This is an optimization exercise on Yosys and OpenROAD, whose aim is small area and a short achievable clock period, not a production implementation. RTL that was checked went through simulation tests only; none was proved equivalent to the original. Power and IR drop assume default switching activity.

## fpadd_pipelined
module fpadd_pipelined (input clk,
                        input reset,
                        input [31:0] reg_A,
                        input [31:0] reg_B,
                        output [31:0] out);
export LEC_CHECK = 0
export ABC_AREA = 1
export CAP_MARGIN = 20
export CORE_MARGIN = 2
export CORE_UTILIZATION = 40
export SETUP_SLACK_MARGIN = 3.0
export SLEW_MARGIN = 20
create_clock -name core_clock -period 6.5 [get_ports {clk}]
standard.sh (not shown) runs the stock make flow with config.mk's settings and CLKGATE_MAP_FILE= SYNTH_SCRIPT=/design/flow/synth_recipe.tcl, a recipe that flattens the netlist after the stock synthesis.
==> flow/flow/run.sh <==
#!/bin/bash
# Standard layout (standard.sh) with the smallest buffer on the ports and
# no CTS dummy loads.
bash standard.sh \
  "BUFFER_PORTS_ARGS=-buffer_cell sky130_fd_sc_hd__buf_1" \
  "CTS_ARGS=-sink_clustering_enable -repair_clock_nets -dont_use_dummy_load -buf_list sky130_fd_sc_hd__clkbuf_4 -sink_clustering_size 10 -sink_clustering_max_diameter 40" \
  finish > standard.log 2>&1
Edit:
==> flow/flow/run.sh (replaced) <==
#!/bin/bash
# Standard layout (standard.sh) with the smallest buffer on the ports and
# no CTS dummy loads.
bash standard.sh \
  "BUFFER_PORTS_ARGS=-buffer_cell sky130_fd_sc_hd__buf_1" \
  "CTS_ARGS=-sink_clustering_enable -repair_clock_nets -dont_use_dummy_load -buf_list {sky130_fd_sc_hd__clkbuf_4 sky130_fd_sc_hd__clkbuf_8}" \
  finish > standard.log 2>&1
Settings changed: SETUP_SLACK_MARGIN 3.0 to 3.1, TNS_END_PERCENT set to 10.
After rerunning: Non-clock buffer count rose by 12; combinational power rose by about 5%; synthesized area does not change; sequential share of layout area fell by 0.87 points; worst setup slack improved by 0.017 ns; clock power rose by 36%; flip-flop and latch count is unchanged; hold slack got worse by 0.011 ns.
Edit:
==> flow/flow/run.sh (replaced) <==
#!/bin/bash
# Standard layout (standard.sh) with the smallest buffer on the ports and
# no CTS dummy loads.
bash standard.sh \
  "BUFFER_PORTS_ARGS=-buffer_cell sky130_fd_sc_hd__buf_1" \
  "CTS_ARGS=-sink_clustering_enable -repair_clock_nets -dont_use_dummy_load -buf_list sky130_fd_sc_hd__clkbuf_4 -sink_clustering_size 10 -sink_clustering_max_diameter 40" \
  finish > standard.log 2>&1
Settings changed: SETUP_SLACK_MARGIN 3.1 to 2.8, TNS_END_PERCENT 10 to unset.
What happened:
- The changed run completed without violations
- utilization came out lower by 2.1 points
- synthesized cell count does not change
- sequential share of layout area came out higher by 1.2 points
- global-route usage stays flat
- synthesized area stays the same
- total power falls by 7.2%
- sequential power barely changes
Edit:
==> flow/flow/run.sh (replaced) <==
#!/bin/bash
# Standard layout (standard.sh) with the smallest buffer on the ports and
# no CTS dummy loads.
bash standard.sh \
  "BUFFER_PORTS_ARGS=-buffer_cell sky130_fd_sc_hd__buf_1" \
  "CTS_ARGS=-sink_clustering_enable -repair_clock_nets -dont_use_dummy_load -buf_list sky130_fd_sc_hd__clkbuf_4 sky130_fd_sc_hd__clkbuf_8" \
  finish > standard.log 2>&1
Settings changed: SETUP_SLACK_MARGIN 2.8 to 3.0.
After rerunning: Now the flow never finished: it broke off in clock tree synthesis (4_1_cts). Area after synthesis does not change. Synthesized cell count stays the same.

* * *

## old
Another version of the RTL of fpadd_pipelined (not shown whole).
For scale: about 1300 cells after synthesis.
// fpadd_pipelined
module fpadd_pipelined (input clk,
                        input reset,
                        input [31:0] reg_A,
                        input [31:0] reg_B,
                        output reg [31:0] out);
==> flow/config.mk <==
export PLATFORM = sky130hd
export DESIGN_NAME = fpadd_pipelined
export DESIGN_NICKNAME = fpadd_pipelined
export VERILOG_FILES = /design/flow/design.v
export SDC_FILE = /design/flow/constraint.sdc
export NUM_CORES = 4
export LEC_CHECK = 0
export ABC_AREA = 1
export CAP_MARGIN = 20
export CORE_MARGIN = 2
export CORE_UTILIZATION = 40
export SETUP_SLACK_MARGIN = 3.0
export SLEW_MARGIN = 20
==> flow/constraint.sdc <==
create_clock -name core_clock -period 6.5 [get_ports {clk}]
set_input_delay 1.3000 -clock core_clock [delete_from_list [all_inputs] [get_ports {clk}]]
set_output_delay 1.3000 -clock core_clock [all_outputs]
set_load 0.01 [all_outputs]
==> flow/flow/run.sh <==
#!/bin/bash
# Standard layout with the smallest buffer on the ports and no CTS dummy loads.
bash standard.sh \
  "BUFFER_PORTS_ARGS=-buffer_cell sky130_fd_sc_hd__buf_1" \
  "CTS_ARGS=-sink_clustering_enable -repair_clock_nets -dont_use_dummy_load" \
  finish > standard.log 2>&1
old ran to completion and came out clean on the timing, design-rule and antenna checks.
[inputs] new vs old
==> flow/flow/run.sh <==
#!/bin/bash
# Standard layout with smaller port buffers, no CTS dummy loads and
# area/power recovery on non-critical gates after global routing.
bash standard.sh \
  "BUFFER_PORTS_ARGS=-buffer_cell sky130_fd_sc_hd__buf_1" \
  "CTS_ARGS=-sink_clustering_enable -repair_clock_nets -dont_use_dummy_load" \
  RECOVER_POWER=100 \
  finish > standard.log 2>&1
### Flow results
- On sequential share of the synthesized area, old tracks new almost exactly.
- new vs. old: area added between synthesis and finish now smaller; sequential cell area barely changed.
- new completed end to end; final checks failed (max-capacitance violations, max-slew violations).
No run of this note included a check of the RTL's function; only the layout flow was run.

* * *

Another version of the RTL of fpadd_pipelined (not shown whole).
Size: about 1300 cells after synthesis, about 140 flip-flops, about 98 I/O pins, ~0.0092 mm^2 of cells after synthesis.
## fpadd_pipelined
module fpadd_pipelined (input clk,
                        input reset,
                        input [31:0] reg_A,
                        input [31:0] reg_B,
                        output [31:0] out);
Settings: LEC_CHECK=0, ABC_AREA=1, CAP_MARGIN=20, CORE_MARGIN=2, CORE_UTILIZATION=40, SETUP_SLACK_MARGIN=3.0, SLEW_MARGIN=20, TNS_END_PERCENT=10; clock period 6.5 ns.
==> flow/flow/run.sh <==
#!/bin/bash
# Standard layout (standard.sh) with the smallest buffer on the ports and
# no CTS dummy loads.
bash standard.sh \
  "BUFFER_PORTS_ARGS=-buffer_cell sky130_fd_sc_hd__buf_1" \
  "CTS_ARGS=-sink_clustering_enable -repair_clock_nets -dont_use_dummy_load -buf_list {sky130_fd_sc_hd__clkbuf_4 sky130_fd_sc_hd__clkbuf_8}" REMOVE_ABC_BUFFERS=1 \
  finish > standard.log 2>&1
The starting point finished clean.
Then changed:
==> flow/flow/run.sh (replaced) <==
#!/bin/bash
# Standard layout (standard.sh) with the smallest buffer on the ports and
# no CTS dummy loads.
bash standard.sh \
  "BUFFER_PORTS_ARGS=-buffer_cell sky130_fd_sc_hd__buf_1" \
  "CTS_ARGS=-sink_clustering_enable -repair_clock_nets -dont_use_dummy_load -buf_list sky130_fd_sc_hd__clkbuf_4 -root_buf sky130_fd_sc_hd__clkbuf_8 -sink_buffer_max_cap_derate 0.6" \
  finish > standard.log 2>&1
The new run went through all stages and came out clean; critical path depth drops by 2; final area drops by 1.5%; routed wire length climbs by 8.3%; core utilization drops by 0.68 points; sequential power stays flat; hold slack is better by 20 ps; register-to-register slack barely changes.
Then changed:
==> flow/flow/run.sh (replaced) <==
#!/bin/bash
# Standard layout (standard.sh) with the smallest buffer on the ports and
# no CTS dummy loads.
bash standard.sh \
  "BUFFER_PORTS_ARGS=-buffer_cell sky130_fd_sc_hd__buf_1" \
  "CTS_ARGS=-sink_clustering_enable -repair_clock_nets -dont_use_dummy_load -buf_list {sky130_fd_sc_hd__clkbuf_4 sky130_fd_sc_hd__clkbuf_8}" \
  finish > standard.log 2>&1
TNS_END_PERCENT = not set   (was 10)
=>
- via count came out higher by 0.57%
- global-route usage stays flat
- core utilization goes up by 0.75 points
- non-clock buffer count came out higher by 6
- sequential cell count stays the same
- setup slack improved by 20 ps

==> afterwards: timing with drivers on the ports <==
Ports are ideal in the flow. The routed layouts listed here were re-timed in OpenROAD.
Step 1: set_driving_cell puts a clkbuf_16 on clk and a buf_2 on each other input, an assumption about the parent block.
Step 2 adds t to the input delays and takes it off the output delays; t is the mean of the earliest and latest rising clock arrival at the registers after step 1. Input paths then give back, and output paths get back, about the clock's delay inside the block.
Three values: ideal, step 1, step 2; two values: the first two.
run	t (ns)	slack for setup (ns)	hold WS [ns]
the first run of note 1	0.555	3.144 / 3.160 / 2.605	0.333 / 0.333 / 0.333
the second run of note 1	0.477	3.161 / 3.178 / 2.701	0.322 / 0.322 / 0.322
the third run of note 1	0.553	3.013 / 3.033 / 2.480	0.333 / 0.333 / 0.333
old	0.451	2.923 / 2.913 / 2.462	0.326 / 0.326 / 0.326
new	0.451	1.717 / 1.736 / 1.286	0.326 / 0.326 / 0.326
the first run of note 3	0.473	3.189 / 3.206 / 2.733	0.331 / 0.331 / 0.331
the second run of note 3	0.448	3.170 / 3.179 / 2.732	0.351 / 0.351 / 0.351
the third run of note 3	0.469	3.189 / 3.201 / 2.732	0.338 / 0.338 / 0.338
The setup slack of the first run of note 1, which loses most, moves by +0.016 ns with the drivers and by -0.539 ns with both steps.
